What follows belongs to an exercise in optimizing a design on an open flow for small area, a short achievable clock period and few clock cycles; a production flow would make more cautious choices. Function was not checked in any run shown here: the RTL went through the layout flow alone.

===== flow/standard.sh =====
#!/bin/bash
# synth_recipe.tcl (not shown) runs the flow's synth.tcl, then flattens the netlist and writes it again
# the make line also repeats each setting of config.mk as NAME=value (left out here)
make -C /OpenROAD-flow-scripts/flow DESIGN_CONFIG=/design/flow/config.mk WORK_HOME=/design/flow/orfs CLKGATE_MAP_FILE= SYNTH_SCRIPT=/design/flow/synth_recipe.tcl "${@:-finish}"

===== flow/flow/run.sh =====
#!/bin/bash
# Own flow: the standard layout (standard synthesis, floorplan, placement,
# CTS, routing); only the timing repair is asked to leave a setup margin,
# and port buffers use another buffer cell. Clock and constraints unchanged.
set -e
bash standard.sh SETUP_SLACK_MARGIN=21 "BUFFER_PORTS_ARGS=-buffer_cell sky130_fd_sc_hd__buf_2" finish > standard_finish.log 2>&1

===== flow/constraint.sdc =====
create_clock -name core_clock -period 32.0 [get_ports {clk}]
set_input_delay 6.4000 -clock core_clock [delete_from_list [all_inputs] [get_ports {clk}]]
set_output_delay 6.4000 -clock core_clock [all_outputs]
set_load 0.01 [all_outputs]

===== flow/config.mk =====
export PLATFORM = sky130hd
export DESIGN_NAME = divider1
export DESIGN_NICKNAME = divider1
export VERILOG_FILES = /design/flow/design.v
export SDC_FILE = /design/flow/constraint.sdc
export NUM_CORES = 8
export LEC_CHECK = 0
export CAP_MARGIN = 20
export CORE_MARGIN = 2
export CORE_UTILIZATION = 40
export SLEW_MARGIN = 20

===== flow/design.v =====
module D_FF (q, d, reset, clk);
	output logic q;
	input logic d, reset, clk;
	always_ff @(posedge clk)
		if (reset)
			q <= 0;  
		else
			q <= d;  
endmodule
module FF_en(q, d, en, reset, clk);
	output q;
	input d, en, reset, clk;
	wire dat;
	D_FF ff(.q, .d(dat), .reset, .clk);
	NAND_MUX_2x1 muxs(.out(dat), .select(en), .invSelect(~en), .in({d, q}));
endmodule
module NAND_MUX_2x1(out, select, invSelect, in);
	output out;
	input select, invSelect;
	input [1:0] in;
	wire one, zero;
	nand oneNand(one, select, in[1]);
	nand zeroNand(zero, invSelect, in[0]);
	nand sumNand(out, one, zero);
endmodule
module NAND_MUX_4x1(out, select, invSelect, in);
	output out;
	input [1:0] select, invSelect;
	input [3:0] in;
	wire three, two, one, zero;
	nand zeroNand(zero, in[0], invSelect[1], invSelect[0]);
	nand oneNand(one, in[1], invSelect[1], select[0]);
	nand twoNand(two, in[2], select[1], invSelect[0]);
	nand threeNand(three, in[3], select[1], select[0]);
	nand sumNand(out, three, two, one, zero);
endmodule
module adderC65 (val1, val2, Cin, valOut);
	input logic [64:0] val1, val2;
	input logic Cin;
	output logic [64:0] valOut; 
	logic [64:0] cinToCout;
	genvar i;
	generate
		for(i=0; i<64; i++) begin : eachAdder
			full_adder adder(.S(valOut[i+1]), .Cout(cinToCout[i+1]), .A(val1[i+1]), .B(val2[i+1]), .Cin(cinToCout[i]));
		end
	endgenerate
	full_adder startAdder(.S(valOut[0]), .Cout(cinToCout[0]), .A(val1[0]), .B(val2[0]), .Cin);
endmodule
module divider1(quotient, valid_out, divisor, dividend, valid_in, rst, clk);
  output [63:0] quotient;
  output valid_out;
  input [63:0] divisor, dividend;
  input valid_in, rst, clk;
  localparam int K  = 3;                     
  localparam int DW = 67 + K;                
  localparam int JW = 5;                     
  logic          busy;
  logic          first;   
  logic          vo;      
  logic          bzr;     
  logic [63:0]   rr;      
  logic [DW-1:0] rd;      
  logic [6:0]    lar;     
  logic [6:0]    lbr;     
  logic          sbn;     
  logic [63:0]   rq;      
  logic          neg;     
  logic [JW-1:0] cnt;     
  wire [63:0] ma;
  wire        sa, sb, bz;
  wire [6:0]  la, lb;
  div_prep u_prep(.a(dividend), .b(divisor), .ma(ma), .bz(bz), .sa(sa), .sb(sb), .la(la), .lb(lb));
  wire [7:0] sdiff = {1'b0, lar} - {1'b0, lbr};
  wire [7:0] sr = (lar == 7'd0) ? 8'hff : sdiff;
  wire zq = sr[7];
  wire quick = first & (zq | bzr);
  assign valid_out = vo | quick;
  logic [JW-1:0] j0;
  always_comb begin
    j0 = '0;
    for (int i = 0; i < 128; i++) if (sr[6:0] == 7'(i)) j0 = JW'((i + 1) / K);
  end
  logic [DW-1:0] deff;
  always_comb begin
    deff = rd;
    for (int k = 0; k < JW; k++)
      if (first & j0[k]) deff = (deff << (K << k)) | ~({DW{1'b1}} << (K << k)) & {DW{sbn}};
  end
  logic [63:0]  rnext;
  logic [K-1:0] qb;
  always_comb begin
    logic [63:0]   r;
    logic [DW+1:0] t;
    r = rr;
    for (int j = 0; j < K; j++) begin
      t = {{(DW-64){1'b0}}, r, 1'b1} + {~(j == 0 ? rd : (deff >> j)), ~sbn};
      qb[K-1-j] = t[DW+1] & ~(j == 0 && first);
      if (qb[K-1-j]) r = t[64:1];
    end
    rnext = r;
  end
  div_neg u_neg(.q(rq), .neg(neg), .y(quotient));
  wire [JW-1:0] cnow = first ? j0 : cnt;
  wire last = (cnow == '0);
  always_ff @(posedge clk) begin
    if (rst) begin
      busy  <= 1'b0;
      first <= 1'b0;
      vo    <= 1'b0;
    end else if (!busy) begin
      busy  <= valid_in;
      first <= valid_in;
      vo    <= 1'b0;
    end else begin
      busy  <= ~last & ~quick;
      first <= 1'b0;
      vo    <= last & ~quick;
    end
  end
  always_ff @(posedge clk) begin
    if (!busy) begin
      bzr   <= bz;
      rr    <= ma;
      rd    <= (DW'(divisor ^ {64{sb}}) << (K - 1)) | DW'({(K-1){sb}});
      lar   <= la;
      lbr   <= lb;
      sbn   <= sb;
      rq    <= {63'd0, bz};
      neg   <= bz ? ~sa : (sa ^ sb);
    end else begin
      rr    <= rnext;
      rd    <= deff >> K;
      cnt   <= cnow - 1'b1;
      rq    <= {rq[63-K:0], qb};
    end
  end
endmodule
module div_prep(input [63:0] a, input [63:0] b, output [63:0] ma, output bz,
                output sa, output sb, output [6:0] la, output [6:0] lb);
  function automatic logic [6:0] bitlen(input logic [63:0] x);
    logic [63:0] v; logic [6:0] p [64];
    for (int i = 0; i < 64; i++) begin v[i] = x[i]; p[i] = 7'(i + 1); end
    for (int l = 0; l < 6; l++) begin
      for (int i = 0; i < (32 >> l); i++) begin
        p[i] = v[2*i+1] ? p[2*i+1] : p[2*i];
        v[i] = v[2*i+1] | v[2*i];
      end
    end
    bitlen = v[0] ? p[0] : 7'd0;
  endfunction
  assign sa = a[63];
  assign sb = b[63];
  assign ma = sa ? (64'd0 - a) : a;
  wire [6:0]  la0 = bitlen({1'b0, a[62:0] ^ a[63:1]});
  assign la = (la0 == 7'd0 && !sa) ? 7'd0 : la0 + {6'd0, sa};
  assign lb = bitlen({1'b0, b[62:0] ^ b[63:1]});
  assign bz = (b == 64'd0);
endmodule
module div_neg(input [63:0] q, input neg, output [63:0] y);
  assign y = neg ? (64'd0 - q) : q;
endmodule
module full_adder(S, Cout, A, B, Cin);
	output S, Cout;
	input A, B, Cin;
	wire AB, AC, BC;
	xor sum(S, A, B, Cin);
	nand ab(AB, A, B);
	nand ac(AC, A, Cin);
	nand bc(BC, B, Cin);
	nand abc(Cout, AB, AC, BC);
endmodule
module mux_2x1_X65(outs, select, invSelect, ins);
	output [64:0] outs;
	input select, invSelect;
	input [1:0][64:0] ins;
		NAND_MUX_2x1 m7(.out(outs[7]), .select, .invSelect, .in({ins[1][7], ins[0][7]}));
	NAND_MUX_2x1 m6(.out(outs[6]), .select, .invSelect, .in({ins[1][6], ins[0][6]}));
	NAND_MUX_2x1 m5(.out(outs[5]), .select, .invSelect, .in({ins[1][5], ins[0][5]}));
	NAND_MUX_2x1 m4(.out(outs[4]), .select, .invSelect, .in({ins[1][4], ins[0][4]}));
	NAND_MUX_2x1 m3(.out(outs[3]), .select, .invSelect, .in({ins[1][3], ins[0][3]}));
	NAND_MUX_2x1 m2(.out(outs[2]), .select, .invSelect, .in({ins[1][2], ins[0][2]}));
	NAND_MUX_2x1 m1(.out(outs[1]), .select, .invSelect, .in({ins[1][1], ins[0][1]}));
	NAND_MUX_2x1 m0(.out(outs[0]), .select, .invSelect, .in({ins[1][0], ins[0][0]}));
		NAND_MUX_2x1 m15(.out(outs[15]), .select, .invSelect, .in({ins[1][15], ins[0][15]}));
	NAND_MUX_2x1 m14(.out(outs[14]), .select, .invSelect, .in({ins[1][14], ins[0][14]}));
	NAND_MUX_2x1 m13(.out(outs[13]), .select, .invSelect, .in({ins[1][13], ins[0][13]}));
	NAND_MUX_2x1 m12(.out(outs[12]), .select, .invSelect, .in({ins[1][12], ins[0][12]}));
	NAND_MUX_2x1 m11(.out(outs[11]), .select, .invSelect, .in({ins[1][11], ins[0][11]}));
	NAND_MUX_2x1 m10(.out(outs[10]), .select, .invSelect, .in({ins[1][10], ins[0][10]}));
	NAND_MUX_2x1 m9(.out(outs[9]), .select, .invSelect, .in({ins[1][9], ins[0][9]}));
	NAND_MUX_2x1 m8(.out(outs[8]), .select, .invSelect, .in({ins[1][8], ins[0][8]}));
		NAND_MUX_2x1 m23(.out(outs[23]), .select, .invSelect, .in({ins[1][23], ins[0][23]}));
	NAND_MUX_2x1 m22(.out(outs[22]), .select, .invSelect, .in({ins[1][22], ins[0][22]}));
	NAND_MUX_2x1 m21(.out(outs[21]), .select, .invSelect, .in({ins[1][21], ins[0][21]}));
	NAND_MUX_2x1 m20(.out(outs[20]), .select, .invSelect, .in({ins[1][20], ins[0][20]}));
	NAND_MUX_2x1 m19(.out(outs[19]), .select, .invSelect, .in({ins[1][19], ins[0][19]}));
	NAND_MUX_2x1 m18(.out(outs[18]), .select, .invSelect, .in({ins[1][18], ins[0][18]}));
	NAND_MUX_2x1 m17(.out(outs[17]), .select, .invSelect, .in({ins[1][17], ins[0][17]}));
	NAND_MUX_2x1 m16(.out(outs[16]), .select, .invSelect, .in({ins[1][16], ins[0][16]}));
		NAND_MUX_2x1 m31(.out(outs[31]), .select, .invSelect, .in({ins[1][31], ins[0][31]}));
	NAND_MUX_2x1 m30(.out(outs[30]), .select, .invSelect, .in({ins[1][30], ins[0][30]}));
	NAND_MUX_2x1 m29(.out(outs[29]), .select, .invSelect, .in({ins[1][29], ins[0][29]}));
	NAND_MUX_2x1 m28(.out(outs[28]), .select, .invSelect, .in({ins[1][28], ins[0][28]}));
	NAND_MUX_2x1 m27(.out(outs[27]), .select, .invSelect, .in({ins[1][27], ins[0][27]}));
	NAND_MUX_2x1 m26(.out(outs[26]), .select, .invSelect, .in({ins[1][26], ins[0][26]}));
	NAND_MUX_2x1 m25(.out(outs[25]), .select, .invSelect, .in({ins[1][25], ins[0][25]}));
	NAND_MUX_2x1 m24(.out(outs[24]), .select, .invSelect, .in({ins[1][24], ins[0][24]}));
		NAND_MUX_2x1 m39(.out(outs[39]), .select, .invSelect, .in({ins[1][39], ins[0][39]}));
	NAND_MUX_2x1 m38(.out(outs[38]), .select, .invSelect, .in({ins[1][38], ins[0][38]}));
	NAND_MUX_2x1 m37(.out(outs[37]), .select, .invSelect, .in({ins[1][37], ins[0][37]}));
	NAND_MUX_2x1 m36(.out(outs[36]), .select, .invSelect, .in({ins[1][36], ins[0][36]}));
	NAND_MUX_2x1 m35(.out(outs[35]), .select, .invSelect, .in({ins[1][35], ins[0][35]}));
	NAND_MUX_2x1 m34(.out(outs[34]), .select, .invSelect, .in({ins[1][34], ins[0][34]}));
	NAND_MUX_2x1 m33(.out(outs[33]), .select, .invSelect, .in({ins[1][33], ins[0][33]}));
	NAND_MUX_2x1 m32(.out(outs[32]), .select, .invSelect, .in({ins[1][32], ins[0][32]}));
		NAND_MUX_2x1 m47(.out(outs[47]), .select, .invSelect, .in({ins[1][47], ins[0][47]}));
	NAND_MUX_2x1 m46(.out(outs[46]), .select, .invSelect, .in({ins[1][46], ins[0][46]}));
	NAND_MUX_2x1 m45(.out(outs[45]), .select, .invSelect, .in({ins[1][45], ins[0][45]}));
	NAND_MUX_2x1 m44(.out(outs[44]), .select, .invSelect, .in({ins[1][44], ins[0][44]}));
	NAND_MUX_2x1 m43(.out(outs[43]), .select, .invSelect, .in({ins[1][43], ins[0][43]}));
	NAND_MUX_2x1 m42(.out(outs[42]), .select, .invSelect, .in({ins[1][42], ins[0][42]}));
	NAND_MUX_2x1 m41(.out(outs[41]), .select, .invSelect, .in({ins[1][41], ins[0][41]}));
	NAND_MUX_2x1 m40(.out(outs[40]), .select, .invSelect, .in({ins[1][40], ins[0][40]}));
		NAND_MUX_2x1 m55(.out(outs[55]), .select, .invSelect, .in({ins[1][55], ins[0][55]}));
	NAND_MUX_2x1 m54(.out(outs[54]), .select, .invSelect, .in({ins[1][54], ins[0][54]}));
	NAND_MUX_2x1 m53(.out(outs[53]), .select, .invSelect, .in({ins[1][53], ins[0][53]}));
	NAND_MUX_2x1 m52(.out(outs[52]), .select, .invSelect, .in({ins[1][52], ins[0][52]}));
	NAND_MUX_2x1 m51(.out(outs[51]), .select, .invSelect, .in({ins[1][51], ins[0][51]}));
	NAND_MUX_2x1 m50(.out(outs[50]), .select, .invSelect, .in({ins[1][50], ins[0][50]}));
	NAND_MUX_2x1 m49(.out(outs[49]), .select, .invSelect, .in({ins[1][49], ins[0][49]}));
	NAND_MUX_2x1 m48(.out(outs[48]), .select, .invSelect, .in({ins[1][48], ins[0][48]}));
		NAND_MUX_2x1 m63(.out(outs[63]), .select, .invSelect, .in({ins[1][63], ins[0][63]}));
	NAND_MUX_2x1 m62(.out(outs[62]), .select, .invSelect, .in({ins[1][62], ins[0][62]}));
	NAND_MUX_2x1 m61(.out(outs[61]), .select, .invSelect, .in({ins[1][61], ins[0][61]}));
	NAND_MUX_2x1 m60(.out(outs[60]), .select, .invSelect, .in({ins[1][60], ins[0][60]}));
	NAND_MUX_2x1 m59(.out(outs[59]), .select, .invSelect, .in({ins[1][59], ins[0][59]}));
	NAND_MUX_2x1 m58(.out(outs[58]), .select, .invSelect, .in({ins[1][58], ins[0][58]}));
	NAND_MUX_2x1 m57(.out(outs[57]), .select, .invSelect, .in({ins[1][57], ins[0][57]}));
	NAND_MUX_2x1 m56(.out(outs[56]), .select, .invSelect, .in({ins[1][56], ins[0][56]}));
		NAND_MUX_2x1 m64(.out(outs[64]), .select, .invSelect, .in({ins[1][64], ins[0][64]}));
endmodule
module mux_4x1_X65(outs, select, invSelect, ins);
	output [64:0] outs;
	input [1:0] select, invSelect;
	input [3:0][64:0] ins;
		NAND_MUX_4x1 m7(.out(outs[7]), .select, .invSelect, .in({ins[3][7], ins[2][7], ins[1][7], ins[0][7]}));
	NAND_MUX_4x1 m6(.out(outs[6]), .select, .invSelect, .in({ins[3][6], ins[2][6], ins[1][6], ins[0][6]}));
	NAND_MUX_4x1 m5(.out(outs[5]), .select, .invSelect, .in({ins[3][5], ins[2][5], ins[1][5], ins[0][5]}));
	NAND_MUX_4x1 m4(.out(outs[4]), .select, .invSelect, .in({ins[3][4], ins[2][4], ins[1][4], ins[0][4]}));
	NAND_MUX_4x1 m3(.out(outs[3]), .select, .invSelect, .in({ins[3][3], ins[2][3], ins[1][3], ins[0][3]}));
	NAND_MUX_4x1 m2(.out(outs[2]), .select, .invSelect, .in({ins[3][2], ins[2][2], ins[1][2], ins[0][2]}));
	NAND_MUX_4x1 m1(.out(outs[1]), .select, .invSelect, .in({ins[3][1], ins[2][1], ins[1][1], ins[0][1]}));
	NAND_MUX_4x1 m0(.out(outs[0]), .select, .invSelect, .in({ins[3][0], ins[2][0], ins[1][0], ins[0][0]}));
		NAND_MUX_4x1 m15(.out(outs[15]), .select, .invSelect, .in({ins[3][15], ins[2][15], ins[1][7], ins[0][15]}));
	NAND_MUX_4x1 m14(.out(outs[14]), .select, .invSelect, .in({ins[3][14], ins[2][14], ins[1][7], ins[0][14]}));
	NAND_MUX_4x1 m13(.out(outs[13]), .select, .invSelect, .in({ins[3][13], ins[2][13], ins[1][7], ins[0][13]}));
	NAND_MUX_4x1 m12(.out(outs[12]), .select, .invSelect, .in({ins[3][12], ins[2][12], ins[1][7], ins[0][12]}));
	NAND_MUX_4x1 m11(.out(outs[11]), .select, .invSelect, .in({ins[3][11], ins[2][11], ins[1][7], ins[0][11]}));
	NAND_MUX_4x1 m10(.out(outs[10]), .select, .invSelect, .in({ins[3][10], ins[2][10], ins[1][7], ins[0][10]}));
	NAND_MUX_4x1 m9(.out(outs[9]), .select, .invSelect, .in({ins[3][9], ins[2][9], ins[1][7], ins[0][9]}));
	NAND_MUX_4x1 m8(.out(outs[8]), .select, .invSelect, .in({ins[3][8], ins[2][8], ins[1][7], ins[0][8]}));
		NAND_MUX_4x1 m23(.out(outs[23]), .select, .invSelect, .in({ins[3][23], ins[2][23], ins[1][23], ins[0][23]}));
	NAND_MUX_4x1 m22(.out(outs[22]), .select, .invSelect, .in({ins[3][22], ins[2][22], ins[1][22], ins[0][22]}));
	NAND_MUX_4x1 m21(.out(outs[21]), .select, .invSelect, .in({ins[3][21], ins[2][21], ins[1][21], ins[0][21]}));
	NAND_MUX_4x1 m20(.out(outs[20]), .select, .invSelect, .in({ins[3][20], ins[2][20], ins[1][20], ins[0][20]}));
	NAND_MUX_4x1 m19(.out(outs[19]), .select, .invSelect, .in({ins[3][19], ins[2][19], ins[1][19], ins[0][19]}));
	NAND_MUX_4x1 m18(.out(outs[18]), .select, .invSelect, .in({ins[3][18], ins[2][18], ins[1][18], ins[0][18]}));
	NAND_MUX_4x1 m17(.out(outs[17]), .select, .invSelect, .in({ins[3][17], ins[2][17], ins[1][17], ins[0][17]}));
	NAND_MUX_4x1 m16(.out(outs[16]), .select, .invSelect, .in({ins[3][16], ins[2][16], ins[1][16], ins[0][16]}));
		NAND_MUX_4x1 m31(.out(outs[31]), .select, .invSelect, .in({ins[3][31], ins[2][31], ins[1][31], ins[0][31]}));
	NAND_MUX_4x1 m30(.out(outs[30]), .select, .invSelect, .in({ins[3][30], ins[2][30], ins[1][30], ins[0][30]}));
	NAND_MUX_4x1 m29(.out(outs[29]), .select, .invSelect, .in({ins[3][29], ins[2][29], ins[1][29], ins[0][29]}));
	NAND_MUX_4x1 m28(.out(outs[28]), .select, .invSelect, .in({ins[3][28], ins[2][28], ins[1][28], ins[0][28]}));
	NAND_MUX_4x1 m27(.out(outs[27]), .select, .invSelect, .in({ins[3][27], ins[2][27], ins[1][27], ins[0][27]}));
	NAND_MUX_4x1 m26(.out(outs[26]), .select, .invSelect, .in({ins[3][26], ins[2][26], ins[1][26], ins[0][26]}));
	NAND_MUX_4x1 m25(.out(outs[25]), .select, .invSelect, .in({ins[3][25], ins[2][25], ins[1][25], ins[0][25]}));
	NAND_MUX_4x1 m24(.out(outs[24]), .select, .invSelect, .in({ins[3][24], ins[2][24], ins[1][24], ins[0][24]}));
		NAND_MUX_4x1 m39(.out(outs[39]), .select, .invSelect, .in({ins[3][39], ins[2][39], ins[1][39], ins[0][39]}));
	NAND_MUX_4x1 m38(.out(outs[38]), .select, .invSelect, .in({ins[3][38], ins[2][38], ins[1][38], ins[0][38]}));
	NAND_MUX_4x1 m37(.out(outs[37]), .select, .invSelect, .in({ins[3][37], ins[2][37], ins[1][37], ins[0][37]}));
	NAND_MUX_4x1 m36(.out(outs[36]), .select, .invSelect, .in({ins[3][36], ins[2][36], ins[1][36], ins[0][36]}));
	NAND_MUX_4x1 m35(.out(outs[35]), .select, .invSelect, .in({ins[3][35], ins[2][35], ins[1][35], ins[0][35]}));
	NAND_MUX_4x1 m34(.out(outs[34]), .select, .invSelect, .in({ins[3][34], ins[2][34], ins[1][34], ins[0][34]}));
	NAND_MUX_4x1 m33(.out(outs[33]), .select, .invSelect, .in({ins[3][33], ins[2][33], ins[1][33], ins[0][33]}));
	NAND_MUX_4x1 m32(.out(outs[32]), .select, .invSelect, .in({ins[3][32], ins[2][32], ins[1][32], ins[0][32]}));
		NAND_MUX_4x1 m47(.out(outs[47]), .select, .invSelect, .in({ins[3][47], ins[2][47], ins[1][47], ins[0][47]}));
	NAND_MUX_4x1 m46(.out(outs[46]), .select, .invSelect, .in({ins[3][46], ins[2][46], ins[1][46], ins[0][46]}));
	NAND_MUX_4x1 m45(.out(outs[45]), .select, .invSelect, .in({ins[3][45], ins[2][45], ins[1][45], ins[0][45]}));
	NAND_MUX_4x1 m44(.out(outs[44]), .select, .invSelect, .in({ins[3][44], ins[2][44], ins[1][44], ins[0][44]}));
	NAND_MUX_4x1 m43(.out(outs[43]), .select, .invSelect, .in({ins[3][43], ins[2][43], ins[1][43], ins[0][43]}));
	NAND_MUX_4x1 m42(.out(outs[42]), .select, .invSelect, .in({ins[3][42], ins[2][42], ins[1][42], ins[0][42]}));
	NAND_MUX_4x1 m41(.out(outs[41]), .select, .invSelect, .in({ins[3][41], ins[2][41], ins[1][41], ins[0][41]}));
	NAND_MUX_4x1 m40(.out(outs[40]), .select, .invSelect, .in({ins[3][40], ins[2][40], ins[1][40], ins[0][40]}));
		NAND_MUX_4x1 m55(.out(outs[55]), .select, .invSelect, .in({ins[3][55], ins[2][55], ins[1][55], ins[0][55]}));
	NAND_MUX_4x1 m54(.out(outs[54]), .select, .invSelect, .in({ins[3][54], ins[2][54], ins[1][54], ins[0][54]}));
	NAND_MUX_4x1 m53(.out(outs[53]), .select, .invSelect, .in({ins[3][53], ins[2][53], ins[1][53], ins[0][53]}));
	NAND_MUX_4x1 m52(.out(outs[52]), .select, .invSelect, .in({ins[3][52], ins[2][52], ins[1][52], ins[0][52]}));
	NAND_MUX_4x1 m51(.out(outs[51]), .select, .invSelect, .in({ins[3][51], ins[2][51], ins[1][51], ins[0][51]}));
	NAND_MUX_4x1 m50(.out(outs[50]), .select, .invSelect, .in({ins[3][50], ins[2][50], ins[1][50], ins[0][50]}));
	NAND_MUX_4x1 m49(.out(outs[49]), .select, .invSelect, .in({ins[3][49], ins[2][49], ins[1][49], ins[0][49]}));
	NAND_MUX_4x1 m48(.out(outs[48]), .select, .invSelect, .in({ins[3][48], ins[2][48], ins[1][48], ins[0][48]}));
		NAND_MUX_4x1 m63(.out(outs[63]), .select, .invSelect, .in({ins[3][63], ins[2][63], ins[1][63], ins[0][63]}));
	NAND_MUX_4x1 m62(.out(outs[62]), .select, .invSelect, .in({ins[3][62], ins[2][62], ins[1][62], ins[0][62]}));
	NAND_MUX_4x1 m61(.out(outs[61]), .select, .invSelect, .in({ins[3][61], ins[2][61], ins[1][61], ins[0][61]}));
	NAND_MUX_4x1 m60(.out(outs[60]), .select, .invSelect, .in({ins[3][60], ins[2][60], ins[1][60], ins[0][60]}));
	NAND_MUX_4x1 m59(.out(outs[59]), .select, .invSelect, .in({ins[3][59], ins[2][59], ins[1][59], ins[0][59]}));
	NAND_MUX_4x1 m58(.out(outs[58]), .select, .invSelect, .in({ins[3][58], ins[2][58], ins[1][58], ins[0][58]}));
	NAND_MUX_4x1 m57(.out(outs[57]), .select, .invSelect, .in({ins[3][57], ins[2][57], ins[1][57], ins[0][57]}));
	NAND_MUX_4x1 m56(.out(outs[56]), .select, .invSelect, .in({ins[3][56], ins[2][56], ins[1][56], ins[0][56]}));
		NAND_MUX_4x1 m64(.out(outs[64]), .select, .invSelect, .in({ins[3][64], ins[2][64], ins[1][64], ins[0][64]}));
endmodule
module norifier(outs, ins1, ins0);
	output [63:0] outs;
	input [63:0] ins1, ins0;
		nor oa7(outs[7], ins1[7], ins0[7]);
	nor oa6(outs[6], ins1[6], ins0[6]);
	nor oa5(outs[5], ins1[5], ins0[5]);
	nor oa4(outs[4], ins1[4], ins0[4]);
	nor oa3(outs[3], ins1[3], ins0[3]);
	nor oa2(outs[2], ins1[2], ins0[2]);
	nor oa1(outs[1], ins1[1], ins0[1]);
	nor oa0(outs[0], ins1[0], ins0[0]);
		nor oa15(outs[15], ins1[15], ins0[15]);
	nor oa14(outs[14], ins1[14], ins0[14]);
	nor oa13(outs[13], ins1[13], ins0[13]);
	nor oa12(outs[12], ins1[12], ins0[12]);
	nor oa11(outs[11], ins1[11], ins0[11]);
	nor oa10(outs[10], ins1[10], ins0[10]);
	nor oa9(outs[9], ins1[9], ins0[9]);
	nor oa8(outs[8], ins1[8], ins0[8]);
		nor oa23(outs[23], ins1[23], ins0[23]);
	nor oa22(outs[22], ins1[22], ins0[22]);
	nor oa21(outs[21], ins1[21], ins0[21]);
	nor oa20(outs[20], ins1[20], ins0[20]);
	nor oa19(outs[19], ins1[19], ins0[19]);
	nor oa18(outs[18], ins1[18], ins0[18]);
	nor oa17(outs[17], ins1[17], ins0[17]);
	nor oa16(outs[16], ins1[16], ins0[16]);
		nor oa31(outs[31], ins1[31], ins0[31]);
	nor oa30(outs[30], ins1[30], ins0[30]);
	nor oa29(outs[29], ins1[29], ins0[29]);
	nor oa28(outs[28], ins1[28], ins0[28]);
	nor oa27(outs[27], ins1[27], ins0[27]);
	nor oa26(outs[26], ins1[26], ins0[26]);
	nor oa25(outs[25], ins1[25], ins0[25]);
	nor oa24(outs[24], ins1[24], ins0[24]);
		nor oa39(outs[39], ins1[39], ins0[39]);
	nor oa38(outs[38], ins1[38], ins0[38]);
	nor oa37(outs[37], ins1[37], ins0[37]);
	nor oa36(outs[36], ins1[36], ins0[36]);
	nor oa35(outs[35], ins1[35], ins0[35]);
	nor oa34(outs[34], ins1[34], ins0[34]);
	nor oa33(outs[33], ins1[33], ins0[33]);
	nor oa32(outs[32], ins1[32], ins0[32]);
		nor oa47(outs[47], ins1[47], ins0[47]);
	nor oa46(outs[46], ins1[46], ins0[46]);
	nor oa45(outs[45], ins1[45], ins0[45]);
	nor oa44(outs[44], ins1[44], ins0[44]);
	nor oa43(outs[43], ins1[43], ins0[43]);
	nor oa42(outs[42], ins1[42], ins0[42]);
	nor oa41(outs[41], ins1[41], ins0[41]);
	nor oa40(outs[40], ins1[40], ins0[40]);
		nor oa55(outs[55], ins1[55], ins0[55]);
	nor oa54(outs[54], ins1[54], ins0[54]);
	nor oa53(outs[53], ins1[53], ins0[53]);
	nor oa52(outs[52], ins1[52], ins0[52]);
	nor oa51(outs[51], ins1[51], ins0[51]);
	nor oa50(outs[50], ins1[50], ins0[50]);
	nor oa49(outs[49], ins1[49], ins0[49]);
	nor oa48(outs[48], ins1[48], ins0[48]);
		nor oa63(outs[63], ins1[63], ins0[63]);
	nor oa62(outs[62], ins1[62], ins0[62]);
	nor oa61(outs[61], ins1[61], ins0[61]);
	nor oa60(outs[60], ins1[60], ins0[60]);
	nor oa59(outs[59], ins1[59], ins0[59]);
	nor oa58(outs[58], ins1[58], ins0[58]);
	nor oa57(outs[57], ins1[57], ins0[57]);
	nor oa56(outs[56], ins1[56], ins0[56]);
endmodule
module registerX64(outs, ins, en, rst, clk);
	output [63:0] outs;
	input [63:0] ins;
	input en, rst, clk;
		FF_en r7(.q(outs[7]), .d(ins[7]), .en, .reset(rst), .clk);
	FF_en r6(.q(outs[6]), .d(ins[6]), .en, .reset(rst), .clk);
	FF_en r5(.q(outs[5]), .d(ins[5]), .en, .reset(rst), .clk);
	FF_en r4(.q(outs[4]), .d(ins[4]), .en, .reset(rst), .clk);
	FF_en r3(.q(outs[3]), .d(ins[3]), .en, .reset(rst), .clk);
	FF_en r2(.q(outs[2]), .d(ins[2]), .en, .reset(rst), .clk);
	FF_en r1(.q(outs[1]), .d(ins[1]), .en, .reset(rst), .clk);
	FF_en r0(.q(outs[0]), .d(ins[0]), .en, .reset(rst), .clk);
		FF_en r15(.q(outs[15]), .d(ins[15]), .en, .reset(rst), .clk);
	FF_en r14(.q(outs[14]), .d(ins[14]), .en, .reset(rst), .clk);
	FF_en r13(.q(outs[13]), .d(ins[13]), .en, .reset(rst), .clk);
	FF_en r12(.q(outs[12]), .d(ins[12]), .en, .reset(rst), .clk);
	FF_en r11(.q(outs[11]), .d(ins[11]), .en, .reset(rst), .clk);
	FF_en r10(.q(outs[10]), .d(ins[10]), .en, .reset(rst), .clk);
	FF_en r9(.q(outs[9]), .d(ins[9]), .en, .reset(rst), .clk);
	FF_en r8(.q(outs[8]), .d(ins[8]), .en, .reset(rst), .clk);
		FF_en r23(.q(outs[23]), .d(ins[23]), .en, .reset(rst), .clk);
	FF_en r22(.q(outs[22]), .d(ins[22]), .en, .reset(rst), .clk);
	FF_en r21(.q(outs[21]), .d(ins[21]), .en, .reset(rst), .clk);
	FF_en r20(.q(outs[20]), .d(ins[20]), .en, .reset(rst), .clk);
	FF_en r19(.q(outs[19]), .d(ins[19]), .en, .reset(rst), .clk);
	FF_en r18(.q(outs[18]), .d(ins[18]), .en, .reset(rst), .clk);
	FF_en r17(.q(outs[17]), .d(ins[17]), .en, .reset(rst), .clk);
	FF_en r16(.q(outs[16]), .d(ins[16]), .en, .reset(rst), .clk);
		FF_en r31(.q(outs[31]), .d(ins[31]), .en, .reset(rst), .clk);
	FF_en r30(.q(outs[30]), .d(ins[30]), .en, .reset(rst), .clk);
	FF_en r29(.q(outs[29]), .d(ins[29]), .en, .reset(rst), .clk);
	FF_en r28(.q(outs[28]), .d(ins[28]), .en, .reset(rst), .clk);
	FF_en r27(.q(outs[27]), .d(ins[27]), .en, .reset(rst), .clk);
	FF_en r26(.q(outs[26]), .d(ins[26]), .en, .reset(rst), .clk);
	FF_en r25(.q(outs[25]), .d(ins[25]), .en, .reset(rst), .clk);
	FF_en r24(.q(outs[24]), .d(ins[24]), .en, .reset(rst), .clk);
		FF_en r39(.q(outs[39]), .d(ins[39]), .en, .reset(rst), .clk);
	FF_en r38(.q(outs[38]), .d(ins[38]), .en, .reset(rst), .clk);
	FF_en r37(.q(outs[37]), .d(ins[37]), .en, .reset(rst), .clk);
	FF_en r36(.q(outs[36]), .d(ins[36]), .en, .reset(rst), .clk);
	FF_en r35(.q(outs[35]), .d(ins[35]), .en, .reset(rst), .clk);
	FF_en r34(.q(outs[34]), .d(ins[34]), .en, .reset(rst), .clk);
	FF_en r33(.q(outs[33]), .d(ins[33]), .en, .reset(rst), .clk);
	FF_en r32(.q(outs[32]), .d(ins[32]), .en, .reset(rst), .clk);
		FF_en r47(.q(outs[47]), .d(ins[47]), .en, .reset(rst), .clk);
	FF_en r46(.q(outs[46]), .d(ins[46]), .en, .reset(rst), .clk);
	FF_en r45(.q(outs[45]), .d(ins[45]), .en, .reset(rst), .clk);
	FF_en r44(.q(outs[44]), .d(ins[44]), .en, .reset(rst), .clk);
	FF_en r43(.q(outs[43]), .d(ins[43]), .en, .reset(rst), .clk);
	FF_en r42(.q(outs[42]), .d(ins[42]), .en, .reset(rst), .clk);
	FF_en r41(.q(outs[41]), .d(ins[41]), .en, .reset(rst), .clk);
	FF_en r40(.q(outs[40]), .d(ins[40]), .en, .reset(rst), .clk);
		FF_en r55(.q(outs[55]), .d(ins[55]), .en, .reset(rst), .clk);
	FF_en r54(.q(outs[54]), .d(ins[54]), .en, .reset(rst), .clk);
	FF_en r53(.q(outs[53]), .d(ins[53]), .en, .reset(rst), .clk);
	FF_en r52(.q(outs[52]), .d(ins[52]), .en, .reset(rst), .clk);
	FF_en r51(.q(outs[51]), .d(ins[51]), .en, .reset(rst), .clk);
	FF_en r50(.q(outs[50]), .d(ins[50]), .en, .reset(rst), .clk);
	FF_en r49(.q(outs[49]), .d(ins[49]), .en, .reset(rst), .clk);
	FF_en r48(.q(outs[48]), .d(ins[48]), .en, .reset(rst), .clk);
		FF_en r63(.q(outs[63]), .d(ins[63]), .en, .reset(rst), .clk);
	FF_en r62(.q(outs[62]), .d(ins[62]), .en, .reset(rst), .clk);
	FF_en r61(.q(outs[61]), .d(ins[61]), .en, .reset(rst), .clk);
	FF_en r60(.q(outs[60]), .d(ins[60]), .en, .reset(rst), .clk);
	FF_en r59(.q(outs[59]), .d(ins[59]), .en, .reset(rst), .clk);
	FF_en r58(.q(outs[58]), .d(ins[58]), .en, .reset(rst), .clk);
	FF_en r57(.q(outs[57]), .d(ins[57]), .en, .reset(rst), .clk);
	FF_en r56(.q(outs[56]), .d(ins[56]), .en, .reset(rst), .clk);
endmodule
module registerX65(outs, ins, en, rst, clk);
	output [64:0] outs;
	input [64:0] ins;
	input en, rst, clk;
		FF_en r7(.q(outs[7]), .d(ins[7]), .en, .reset(rst), .clk);
	FF_en r6(.q(outs[6]), .d(ins[6]), .en, .reset(rst), .clk);
	FF_en r5(.q(outs[5]), .d(ins[5]), .en, .reset(rst), .clk);
	FF_en r4(.q(outs[4]), .d(ins[4]), .en, .reset(rst), .clk);
	FF_en r3(.q(outs[3]), .d(ins[3]), .en, .reset(rst), .clk);
	FF_en r2(.q(outs[2]), .d(ins[2]), .en, .reset(rst), .clk);
	FF_en r1(.q(outs[1]), .d(ins[1]), .en, .reset(rst), .clk);
	FF_en r0(.q(outs[0]), .d(ins[0]), .en, .reset(rst), .clk);
		FF_en r15(.q(outs[15]), .d(ins[15]), .en, .reset(rst), .clk);
	FF_en r14(.q(outs[14]), .d(ins[14]), .en, .reset(rst), .clk);
	FF_en r13(.q(outs[13]), .d(ins[13]), .en, .reset(rst), .clk);
	FF_en r12(.q(outs[12]), .d(ins[12]), .en, .reset(rst), .clk);
	FF_en r11(.q(outs[11]), .d(ins[11]), .en, .reset(rst), .clk);
	FF_en r10(.q(outs[10]), .d(ins[10]), .en, .reset(rst), .clk);
	FF_en r9(.q(outs[9]), .d(ins[9]), .en, .reset(rst), .clk);
	FF_en r8(.q(outs[8]), .d(ins[8]), .en, .reset(rst), .clk);
		FF_en r23(.q(outs[23]), .d(ins[23]), .en, .reset(rst), .clk);
	FF_en r22(.q(outs[22]), .d(ins[22]), .en, .reset(rst), .clk);
	FF_en r21(.q(outs[21]), .d(ins[21]), .en, .reset(rst), .clk);
	FF_en r20(.q(outs[20]), .d(ins[20]), .en, .reset(rst), .clk);
	FF_en r19(.q(outs[19]), .d(ins[19]), .en, .reset(rst), .clk);
	FF_en r18(.q(outs[18]), .d(ins[18]), .en, .reset(rst), .clk);
	FF_en r17(.q(outs[17]), .d(ins[17]), .en, .reset(rst), .clk);
	FF_en r16(.q(outs[16]), .d(ins[16]), .en, .reset(rst), .clk);
		FF_en r31(.q(outs[31]), .d(ins[31]), .en, .reset(rst), .clk);
	FF_en r30(.q(outs[30]), .d(ins[30]), .en, .reset(rst), .clk);
	FF_en r29(.q(outs[29]), .d(ins[29]), .en, .reset(rst), .clk);
	FF_en r28(.q(outs[28]), .d(ins[28]), .en, .reset(rst), .clk);
	FF_en r27(.q(outs[27]), .d(ins[27]), .en, .reset(rst), .clk);
	FF_en r26(.q(outs[26]), .d(ins[26]), .en, .reset(rst), .clk);
	FF_en r25(.q(outs[25]), .d(ins[25]), .en, .reset(rst), .clk);
	FF_en r24(.q(outs[24]), .d(ins[24]), .en, .reset(rst), .clk);
		FF_en r39(.q(outs[39]), .d(ins[39]), .en, .reset(rst), .clk);
	FF_en r38(.q(outs[38]), .d(ins[38]), .en, .reset(rst), .clk);
	FF_en r37(.q(outs[37]), .d(ins[37]), .en, .reset(rst), .clk);
	FF_en r36(.q(outs[36]), .d(ins[36]), .en, .reset(rst), .clk);
	FF_en r35(.q(outs[35]), .d(ins[35]), .en, .reset(rst), .clk);
	FF_en r34(.q(outs[34]), .d(ins[34]), .en, .reset(rst), .clk);
	FF_en r33(.q(outs[33]), .d(ins[33]), .en, .reset(rst), .clk);
	FF_en r32(.q(outs[32]), .d(ins[32]), .en, .reset(rst), .clk);
		FF_en r47(.q(outs[47]), .d(ins[47]), .en, .reset(rst), .clk);
	FF_en r46(.q(outs[46]), .d(ins[46]), .en, .reset(rst), .clk);
	FF_en r45(.q(outs[45]), .d(ins[45]), .en, .reset(rst), .clk);
	FF_en r44(.q(outs[44]), .d(ins[44]), .en, .reset(rst), .clk);
	FF_en r43(.q(outs[43]), .d(ins[43]), .en, .reset(rst), .clk);
	FF_en r42(.q(outs[42]), .d(ins[42]), .en, .reset(rst), .clk);
	FF_en r41(.q(outs[41]), .d(ins[41]), .en, .reset(rst), .clk);
	FF_en r40(.q(outs[40]), .d(ins[40]), .en, .reset(rst), .clk);
		FF_en r55(.q(outs[55]), .d(ins[55]), .en, .reset(rst), .clk);
	FF_en r54(.q(outs[54]), .d(ins[54]), .en, .reset(rst), .clk);
	FF_en r53(.q(outs[53]), .d(ins[53]), .en, .reset(rst), .clk);
	FF_en r52(.q(outs[52]), .d(ins[52]), .en, .reset(rst), .clk);
	FF_en r51(.q(outs[51]), .d(ins[51]), .en, .reset(rst), .clk);
	FF_en r50(.q(outs[50]), .d(ins[50]), .en, .reset(rst), .clk);
	FF_en r49(.q(outs[49]), .d(ins[49]), .en, .reset(rst), .clk);
	FF_en r48(.q(outs[48]), .d(ins[48]), .en, .reset(rst), .clk);
		FF_en r63(.q(outs[63]), .d(ins[63]), .en, .reset(rst), .clk);
	FF_en r62(.q(outs[62]), .d(ins[62]), .en, .reset(rst), .clk);
	FF_en r61(.q(outs[61]), .d(ins[61]), .en, .reset(rst), .clk);
	FF_en r60(.q(outs[60]), .d(ins[60]), .en, .reset(rst), .clk);
	FF_en r59(.q(outs[59]), .d(ins[59]), .en, .reset(rst), .clk);
	FF_en r58(.q(outs[58]), .d(ins[58]), .en, .reset(rst), .clk);
	FF_en r57(.q(outs[57]), .d(ins[57]), .en, .reset(rst), .clk);
	FF_en r56(.q(outs[56]), .d(ins[56]), .en, .reset(rst), .clk);
		FF_en r64(.q(outs[64]), .d(ins[64]), .en, .reset(rst), .clk);
endmodule
module xnorifier(outs, ins1, ins0);
	output [63:0] outs;
	input [63:0] ins1, ins0;
		xnor  xoa7(outs[7], ins1[7], ins0[7]);
	xnor xoa6(outs[6], ins1[6], ins0[6]);
	xnor xoa5(outs[5], ins1[5], ins0[5]);
	xnor xoa4(outs[4], ins1[4], ins0[4]);
	xnor xoa3(outs[3], ins1[3], ins0[3]);
	xnor xoa2(outs[2], ins1[2], ins0[2]);
	xnor xoa1(outs[1], ins1[1], ins0[1]);
	xnor xoa0(outs[0], ins1[0], ins0[0]);
		xnor xoa15(outs[15], ins1[15], ins0[15]);
	xnor xoa14(outs[14], ins1[14], ins0[14]);
	xnor xoa13(outs[13], ins1[13], ins0[13]);
	xnor xoa12(outs[12], ins1[12], ins0[12]);
	xnor xoa11(outs[11], ins1[11], ins0[11]);
	xnor xoa10(outs[10], ins1[10], ins0[10]);
	xnor xoa9(outs[9], ins1[9], ins0[9]);
	xnor xoa8(outs[8], ins1[8], ins0[8]);
		xnor xoa23(outs[23], ins1[23], ins0[23]);
	xnor xoa22(outs[22], ins1[22], ins0[22]);
	xnor xoa21(outs[21], ins1[21], ins0[21]);
	xnor xoa20(outs[20], ins1[20], ins0[20]);
	xnor xoa19(outs[19], ins1[19], ins0[19]);
	xnor xoa18(outs[18], ins1[18], ins0[18]);
	xnor xoa17(outs[17], ins1[17], ins0[17]);
	xnor xoa16(outs[16], ins1[16], ins0[16]);
		xnor xoa31(outs[31], ins1[31], ins0[31]);
	xnor xoa30(outs[30], ins1[30], ins0[30]);
	xnor xoa29(outs[29], ins1[29], ins0[29]);
	xnor xoa28(outs[28], ins1[28], ins0[28]);
	xnor xoa27(outs[27], ins1[27], ins0[27]);
	xnor xoa26(outs[26], ins1[26], ins0[26]);
	xnor xoa25(outs[25], ins1[25], ins0[25]);
	xnor xoa24(outs[24], ins1[24], ins0[24]);
		xnor xoa39(outs[39], ins1[39], ins0[39]);
	xnor xoa38(outs[38], ins1[38], ins0[38]);
	xnor xoa37(outs[37], ins1[37], ins0[37]);
	xnor xoa36(outs[36], ins1[36], ins0[36]);
	xnor xoa35(outs[35], ins1[35], ins0[35]);
	xnor xoa34(outs[34], ins1[34], ins0[34]);
	xnor xoa33(outs[33], ins1[33], ins0[33]);
	xnor xoa32(outs[32], ins1[32], ins0[32]);
		xnor xoa47(outs[47], ins1[47], ins0[47]);
	xnor xoa46(outs[46], ins1[46], ins0[46]);
	xnor xoa45(outs[45], ins1[45], ins0[45]);
	xnor xoa44(outs[44], ins1[44], ins0[44]);
	xnor xoa43(outs[43], ins1[43], ins0[43]);
	xnor xoa42(outs[42], ins1[42], ins0[42]);
	xnor xoa41(outs[41], ins1[41], ins0[41]);
	xnor xoa40(outs[40], ins1[40], ins0[40]);
		xnor xoa55(outs[55], ins1[55], ins0[55]);
	xnor xoa54(outs[54], ins1[54], ins0[54]);
	xnor xoa53(outs[53], ins1[53], ins0[53]);
	xnor xoa52(outs[52], ins1[52], ins0[52]);
	xnor xoa51(outs[51], ins1[51], ins0[51]);
	xnor xoa50(outs[50], ins1[50], ins0[50]);
	xnor xoa49(outs[49], ins1[49], ins0[49]);
	xnor xoa48(outs[48], ins1[48], ins0[48]);
		xnor xoa63(outs[63], ins1[63], ins0[63]);
	xnor xoa62(outs[62], ins1[62], ins0[62]);
	xnor xoa61(outs[61], ins1[61], ins0[61]);
	xnor xoa60(outs[60], ins1[60], ins0[60]);
	xnor xoa59(outs[59], ins1[59], ins0[59]);
	xnor xoa58(outs[58], ins1[58], ins0[58]);
	xnor xoa57(outs[57], ins1[57], ins0[57]);
	xnor xoa56(outs[56], ins1[56], ins0[56]);
endmodule

==> results of run 1 <==
[worst max-delay path by stage]
stage                   endpoint    from  slack (ns)  cells past startpoint
global placement           rr[0]  lar[0]       17.81                     45
detailed placement         rr[0]  lar[0]       17.70                     45
floorplan                 rr[60]  lar[0]       21.03                     59
global route        quotient[25]  rq[15]       20.35                     28
CTS                 quotient[63]   rq[0]       20.49                     17
finish              quotient[25]  rq[15]       20.48                     28
[metrics by stage]
step / util / std cells
after detailed placement: 0.429 / 5234
after global routing: 0.503 / 5525
after global placement: 0.429 / 5234
final: 0.503 / 5526
after floorplan: - / 4209
after CTS: 0.467 / 5384
[sequential cells by signal, summed over array words and instances, names as in the netlist]
name,flops
first,1
neg,1
lar,7
lbr,6
sbn,1
rr,64
vo,1
cnt,5
rq,64
busy,1
bzr,1
rd,67
[worst max-delay path, delay by kind of cell (launching register included)]
family | cells | cell delay [ns]
buf+inv | 21 | 2.63
xor+xnor | 1 | 0.15
simple gates | 5 | 1.22
compound gates | 1 | 0.21
flops | 1 | 0.32
[final cells by class]
cell class                 instances  area share
inverter                         323      0.0333
clock inverter                    11     0.00474
clock buffer                      41      0.0225
tap                              969      0.0323
sequential                       219       0.123
antenna                            4    0.000267
timing repair buffer             482      0.0998
timing repair inverter             1    0.000300
multi-input combinational       3476       0.684
[kinds of logic (layout without fill, tap and decap cells)]
| group | after synthesis | count (layout) |
|---|---|---|
| AOI/OAI and AO/OA | 1291 | 1291 |
| and+or+nand+nor | 1281 | 1283 |
| buffers and inverters | 517 | 858 |
| xor gates and xnor gates | 410 | 411 |
| adders and majority gates | 301 | 301 |
| DFF | 219 | 219 |
| muxes | 190 | 190 |
| other | 0 | 4 |
[timing repair]
action                     in CTS  in global routing
gates resized for setup       208                338
pin swaps                      42                117
gates cloned                   10                 11
setup endpoints to repair      83                 89
setup buffers                  88                127
[per-layer routing]
metal / vias to the layer above / share of wire / routed length [um] / track usage
met5: - / 0.00023 / 29 / 0
met4: 4 / 0.048 / 6060 / 0.118
met3: 325 / 0.10 / 13300 / 0.0535
met2: 1691 / 0.43 / 54600 / 0.467
met1: 15400 / 0.42 / 53500 / 0.415
li1: 15600 / - / - / -
[cell usage in the layout, fill, tap and decap left out, drive strengths merged, types with 63 or more instances in the layout]
cell type,netlist,routed
xnor2,241,241
nor2,372,372
and2,74,75
xor2,168,169
buf,49,469
inv,323,325
nor3,66,66
o21ai,341,341
mux2i,147,147
nand2,389,389
nand3,63,63
a21oi,433,433
dfxtp,198,198
a21o,146,146
ha,294,294
==> summary.md, run 1 <==
| Metric | Value |
|---|---|
| Reg-to-reg slack, setup | about 21 ns |
| Core area | approximately 75000 um^2 |
| CTS Hold Bufs | 0 |
| # fillers | 7408 |
| Max incr delay on CP | ~0.55 ns |
| Startpoint Class | flop |
| Final std cell area, no fill | 37500 um^2 |
| Most used cell, CP | buf_4 |
| Remaining DRCs | 0 |
| Clock sink total | 219 |
| Worst Hold Path EP | rq[51] |
| Worst Reg-to-Reg Cells | 53 |
| Input/output buffers | between 150 and 200 |
| Via density | about 6.0 |
| Top cells by area, synth | dfxtp_1 (13%), ha_1 (12%), a21oi_1 (7.1%) |
| F_max | ~87 MHz |
| Drt total wl | 127000 um |
| Total grt overflow | 0 |
| Placement Cell Area | between 30000 and 40000 um^2 |
| Status | finished clean |
| Mapped Area | about 30000 um^2 |
| Most frequent cells after synthesis | a21oi_1 (430), nand2_1 (388), nor2_1 (370) |
| Crit Path Category | reg -> out |
| Compound-Gate Fraction of Synth Area | 0.267 |
| WL/cell | roughly 23 um |
| Pre-CTS setup slack | roughly 18 ns |
| Critical R2R Capture | rr[59] |
| Cts bufs inserted | 29 |
| Final min period | 11.52 ns |
| Post-Syn Instances | between 4000 and 5000 |
| HPWL after DPL | a little over 90000 um |
| Clock skew | approximately 0.033 ns |
| Vias in the first global route | approximately 30000 |
| Share of cells above drive strength 1 | 0.210 |
| Area grow syn2layout | 24.4% |
| R2r startpoint | lbr[0] |
| Gp weighted congestion | 1.01 |
| Xor/xnor cell area share of the yosys netlist | 0.121 |
| Clock Latency Late Sink | 0.62 ns |
| Critical Path End Type | primary output |
| Pin count of the biggest net entering global routing | 110 |
| Post-Syn Nets | about 4600 |
| CP max stage cell | or4_4 |
| Final ANT Viol Nets | 0 |
| Starting DRT DRC Count | 3789 |
| Yosys warnings | 4 |
| Die height | ~280 um |
| Simple-Gate Fraction of Synth Area | 0.201 |
| Yosys top cell by area | dfxtp_1 |
| Synth Area in Adders | 0.126 |
| Worst min path class | reg -> reg |
| Setup violators final | 0 |
| Pre-antenna DRT Iters | 6 |
| Largest family of logic cells by synthesized area | compound AO/OA/AOI/OAI gates |
| Slew Viols, Final | 0 |
| Die W | 279 um |
| CTS tree | built |
| Longest Clk Path Bufs | 3 |
| Post-synth cell types | approximately 110 |
| Least-Margin Pin Slew | ~1.2 ns |
| Multi-input logic area | 25600 um^2 |
| Number of synthesized flops with an enable pin | 21 |
| CP Data Arrival Time | 5.12 ns |
| # H-tree levels | 1 |
| Total number of vias | between 30000 and 40000 |
| Top cell type's share of synthesized area | 0.131 |
| Async set or reset register ratio after synthesis | 0 |
| #FFs+latches synth | ~220 |
| Final Hold Viols | 0 |
| HP Start | rq[48] |
| Worst EP required | 25.60 ns |
| Gr usage total | 0.302 |
| Initial Util | 0.404 |
| Clock Pin Slew Worst Setup and Hold Paths | ~0.06 ns |
| IO Pins | 196 |
| Initial antenna violation count | 5 |
| Most common cell in the netlist | a21oi_1 |
| Total die area | 77600 um^2 |
| Setup TNS | 0 ns |
| Sequential Area | 4620 um^2 |
| Row cnt | 100 |
| Seq/Total Area, Yosys | 0.152 |
| Top_reg_cell synth | dfxtp_1 |
| Mux contribution to synthesized area | 0.0656 |
| Nets | 4961 |
| Mean post-synth cell area | between 7 and 8 um^2 |
| Period utilization | 0.360 |
| Worst Setup Slack, final | just over 20 ns |
| CP max FO | 3 |
| Hold Path Cell Cnt | 1 |
| Worst hold margin | 0.504 ns |
| First-pass GRT wire length | between 150000 and 200000 um |
| Max-cap viol count | 0 |
| Slew headroom | 0.198 |
| CTS root buf | clkbuf_16 |
| Unrepaired setup endpoints after global routing | true |
==> run 2, diff against run 1 <==
--- a/flow/config.mk
+++ b/flow/config.mk
@@ -9,3 +9,4 @@
 export CORE_MARGIN = 2
 export CORE_UTILIZATION = 40
 export SLEW_MARGIN = 20
+export SYNTH_HIERARCHICAL = 1
==> summary.md, run 2 <==
| Metric | Value |
|---|---|
| Max-cap viol count | 0 (unchanged) |
| CTS tree | built (unchanged) |
| Starting DRT DRC Count | 4138 (was 3789) |
| Top cells by area, synth | dfxtp_1 (13%), ha_1 (12%), a21oi_1 (7.3%) (was dfxtp_1 (13%), ha_1 (12%), a21oi_1 (7.1%)) |
| Max reg flops | 67 (unchanged) |
| Max incr delay on CP | 0.47 ns (was 0.55 ns) |
| CTS Hold Bufs | 0 (unchanged) |
| Clock Pin Slew Worst Setup and Hold Paths | 0.06 ns (about the same) |
| Post-Syn Nets | 4856 (was 4638) |
| First-pass GRT wire length | 189000 um (was 181000 um) |
| Worst hold margin | 0.505 ns (was 0.504 ns) |
| Reg with most FFs | rd (unchanged) |
| CP max FO | 8 (was 3) |
| Most frequent cells after synthesis | a21oi_1 (458), nand2_1 (413), nor2_1 (399) (was a21oi_1 (430), nand2_1 (388), nor2_1 (370)) |
| Worst EP required | 32.48 ns (was 25.60 ns) |
| Mean post-synth cell area | 7.14 um^2 (was 7.16 um^2) |
| Core Util, Final | 0.483 (was 0.503) |
| Worst min path class | reg -> reg (unchanged) |
| Yosys top cell by area | dfxtp_1 (unchanged) |
| IO Pins | 196 (unchanged) |
| Die W | 285 um (was 279 um) |
| Row cnt | 103 (was 100) |
| Total die area | 81300 um^2 (was 77600 um^2) |
| Yosys warnings | 10 (was 4) |
| Via density | 6.13 (was 5.98) |
| Top flop regs | rd: 67 flops, rq: 64 flops, rr: 64 flops (unchanged) |
| Unrepaired setup endpoints after global routing | true (unchanged) |
| Setup violators final | 0 (unchanged) |
| # H-tree levels | 1 (unchanged) |
| Period utilization | 0.342 (was 0.360) |
| Crit Path Category | reg -> reg (was reg -> out) |
| Async set or reset register ratio after synthesis | 0 (unchanged) |
| Input/output buffers | 195 (unchanged) |
| Gp weighted congestion | 1.00 (was 1.01) |
| Post-Syn Instances | 4426 (was 4209) |
| HPWL after DPL | 99400 um (was 93600 um) |
| Drt total wl | 135000 um (was 127000 um) |
| Final min period | 10.95 ns (was 11.52 ns) |
| Most used cell, CP | a21o_1 (was buf_4) |
| WP buf/inv | 10 (was 21) |
| Nets | 5069 (was 4961) |
| Share of cells above drive strength 1 | 0.176 (was 0.210) |
| Initial antenna violation count | 6 (was 5) |
| Clock skew | 0.0259 ns (was 0.0333 ns) |
| Pre-antenna DRT Iters | 9 (was 6) |
| Longest Clk Path Bufs | 3 (unchanged) |
| CP Data Arrival Time | 11.43 ns (was 5.12 ns) |
| Setup TNS | 0 ns (unchanged) |
| CP max stage cell | o41ai_4 (was or4_4) |
| Total number of vias | 35000 (was 33100) |
| Seq/Total Area, Yosys | 0.146 (was 0.152) |
| Delay-heaviest family, CP | compound AO/OA/AOI/OAI gates (was buffers and inverters) |
| Mapped Area | 31600 um^2 (was 30100 um^2) |
| Vias in the first global route | 31100 (was 29900) |
| Top_reg_cell synth | dfxtp_1 (unchanged) |
| Slew headroom | 0.253 (was 0.198) |
| Clock sink total | 220 (was 219) |
| Least-Margin Pin Slew | 1.11 ns (was 1.19 ns) |
| Remaining DRCs | 0 (unchanged) |
| Slew Viols, Final | 0 (unchanged) |
| Final ANT Viol Nets | 0 (unchanged) |
| Cts bufs inserted | 31 (was 29) |
| Top cell type's share of synthesized area | 0.125 (was 0.131) |
| Clock Latency Late Sink | 0.64 ns (was 0.62 ns) |
| Area grow syn2layout | 20.2% (was 24.4%) |
| CTS root buf | clkbuf_16 (unchanged) |
| Total grt overflow | 0 (unchanged) |
| Startpoint Class | flop (unchanged) |
| Die height | 285 um (was 279 um) |
| Status | finished clean (unchanged) |
| Most common cell after layout, fill and taps aside | a21oi_1 (was nand2_1) |
| Initial Util | 0.402 (was 0.404) |
| Commonest cells after routing, fill and taps aside | a21oi_1 (402), nand2_1 (400), nor2_1 (389) (was nand2_1 (373), nor2_1 (352), a21oi_1 (348)) |
| Core area | 78600 um^2 (was 74600 um^2) |
| Most common cell in the netlist | a21oi_1 (unchanged) |
| Final Hold Viols | 0 (unchanged) |
| #FFs+latches synth | 220 (was 219) |
| Critical Path End Type | flop (was primary output) |
| F_max | 91.3 MHz (was 86.8 MHz) |
| Post-synth cell types | 125 (was 109) |
| Number of synthesized flops with an enable pin | 22 (was 21) |
| Pin count of the biggest net entering global routing | 89 (was 110) |
| Gr usage total | 0.298 (was 0.302) |
| WL/cell | 23.5 um (was 23.1 um) |
run 2: Yosys stat by module, one instance, submodules excluded:
module	cell area (um^2)	copies in the design
div_prep	4860	1
divider1	25300	1
div_neg	1450	1
run 2: worst reg2reg max path, delay by kind of cell, from the launching register on:
| kind | cells | cell delay [ns] |
|---|---|---|
| buffers and inverters | 10 | 1.55 |
| AO/OA/AOI/OAI | 28 | 5.60 |
| flip-flops | 1 | 0.39 |
| AND/OR/NAND/NOR | 6 | 1.45 |
| adder cells (fa/ha/maj) | 3 | 0.90 |
| multiplexers | 4 | 0.92 |
run 2: cells by family after synthesis:
group	share of synthesized area
fa+ha+maj	0.120
flops	0.146
buf+inv	0.0678
xor+xnor	0.115
simple gates	0.214
other cells	0.000119
compound gates	0.288
mux	0.0487
run 2: final cells by class:
| cell class | count | area (um^2) |
|---|---|---|
| antenna | 3 | 7.51 |
| clock buffer | 37 | 861 |
| clock inverter | 20 | 292 |
| fill | 7885 | 40600 |
| inverter | 297 | 1120 |
| multi-input combinational | 3681 | 26500 |
| sequential | 220 | 4630 |
| tap | 1050 | 1310 |
| timing repair buffer | 408 | 3200 |
run 2: worst paths after layout:
check	startpoint	endpoint	slack [ns]	cells past startpoint
hold reg to reg	rq[6]	rq[9]	0.50	1
setup reg to reg	lbr[5]	rr[26]	21.05	51
hold / removal	rq[6]	rq[9]	0.50	1
setup / recovery	lbr[5]	rr[26]	21.05	51
run 2: layer usage:
layer,wire [um],part of all wire,global-route usage,up-vias
met1,57200,0.43,0.425,16300
met2,56000,0.42,0.444,2011
met4,6410,0.048,0.112,4
li1,-,-,-,16300
met3,14900,0.11,0.0516,380
met5,27,0.00020,0,-
run 2: per-stage QoR:
step	setup WS, ns	area [um^2]	std cells
CTS	21.00	35600	5593
finish	21.05	38000	5716
detailed placement	18.23	33400	5496
global placement	18.36	33400	5496
floorplan	21.07	31600	4426
global route	20.82	38000	5716
run 2: what timing repair did:
item,in CTS,in global routing
pin swaps,20,78
gates cloned,10,21
buffers inserted,30,99
resized for setup,131,247
endpoints found under the setup margin,65,65

## re-timing with driven ports
The results above use ideal ports. As a check the final layouts listed here were re-extracted and re-timed, cells and wires unchanged.
Step 1 sets driving cells, clkbuf_16 on the clock port and buf_2 on the other inputs (assumed; they add their load-dependent delay and slew).
Step 2 times the ports against the registers' clock, not the clock port: input delays grow and output delays shrink by t, the midpoint of the rising clock arrivals with the driver on.
a / b / c = ideal / step 1 / step 2; a / b = the first two.
| run | shift t [ns] | slack for setup (ns) | clock arrival spread, ns | worst register clock-pin slew, ns | pins driven straight from the clock port |
|---|---|---|---|---|---|
| run 1 | 0.680 | 20.478 / 20.401 / 20.947 | 0.034 / 0.034 | 0.07 / 0.07 | 1 |
| run 2 | 0.688 | 21.052 / 21.052 / 21.052 | 0.026 / 0.026 | 0.07 / 0.07 | 1 |
After both steps setup and hold are still met in every run listed.
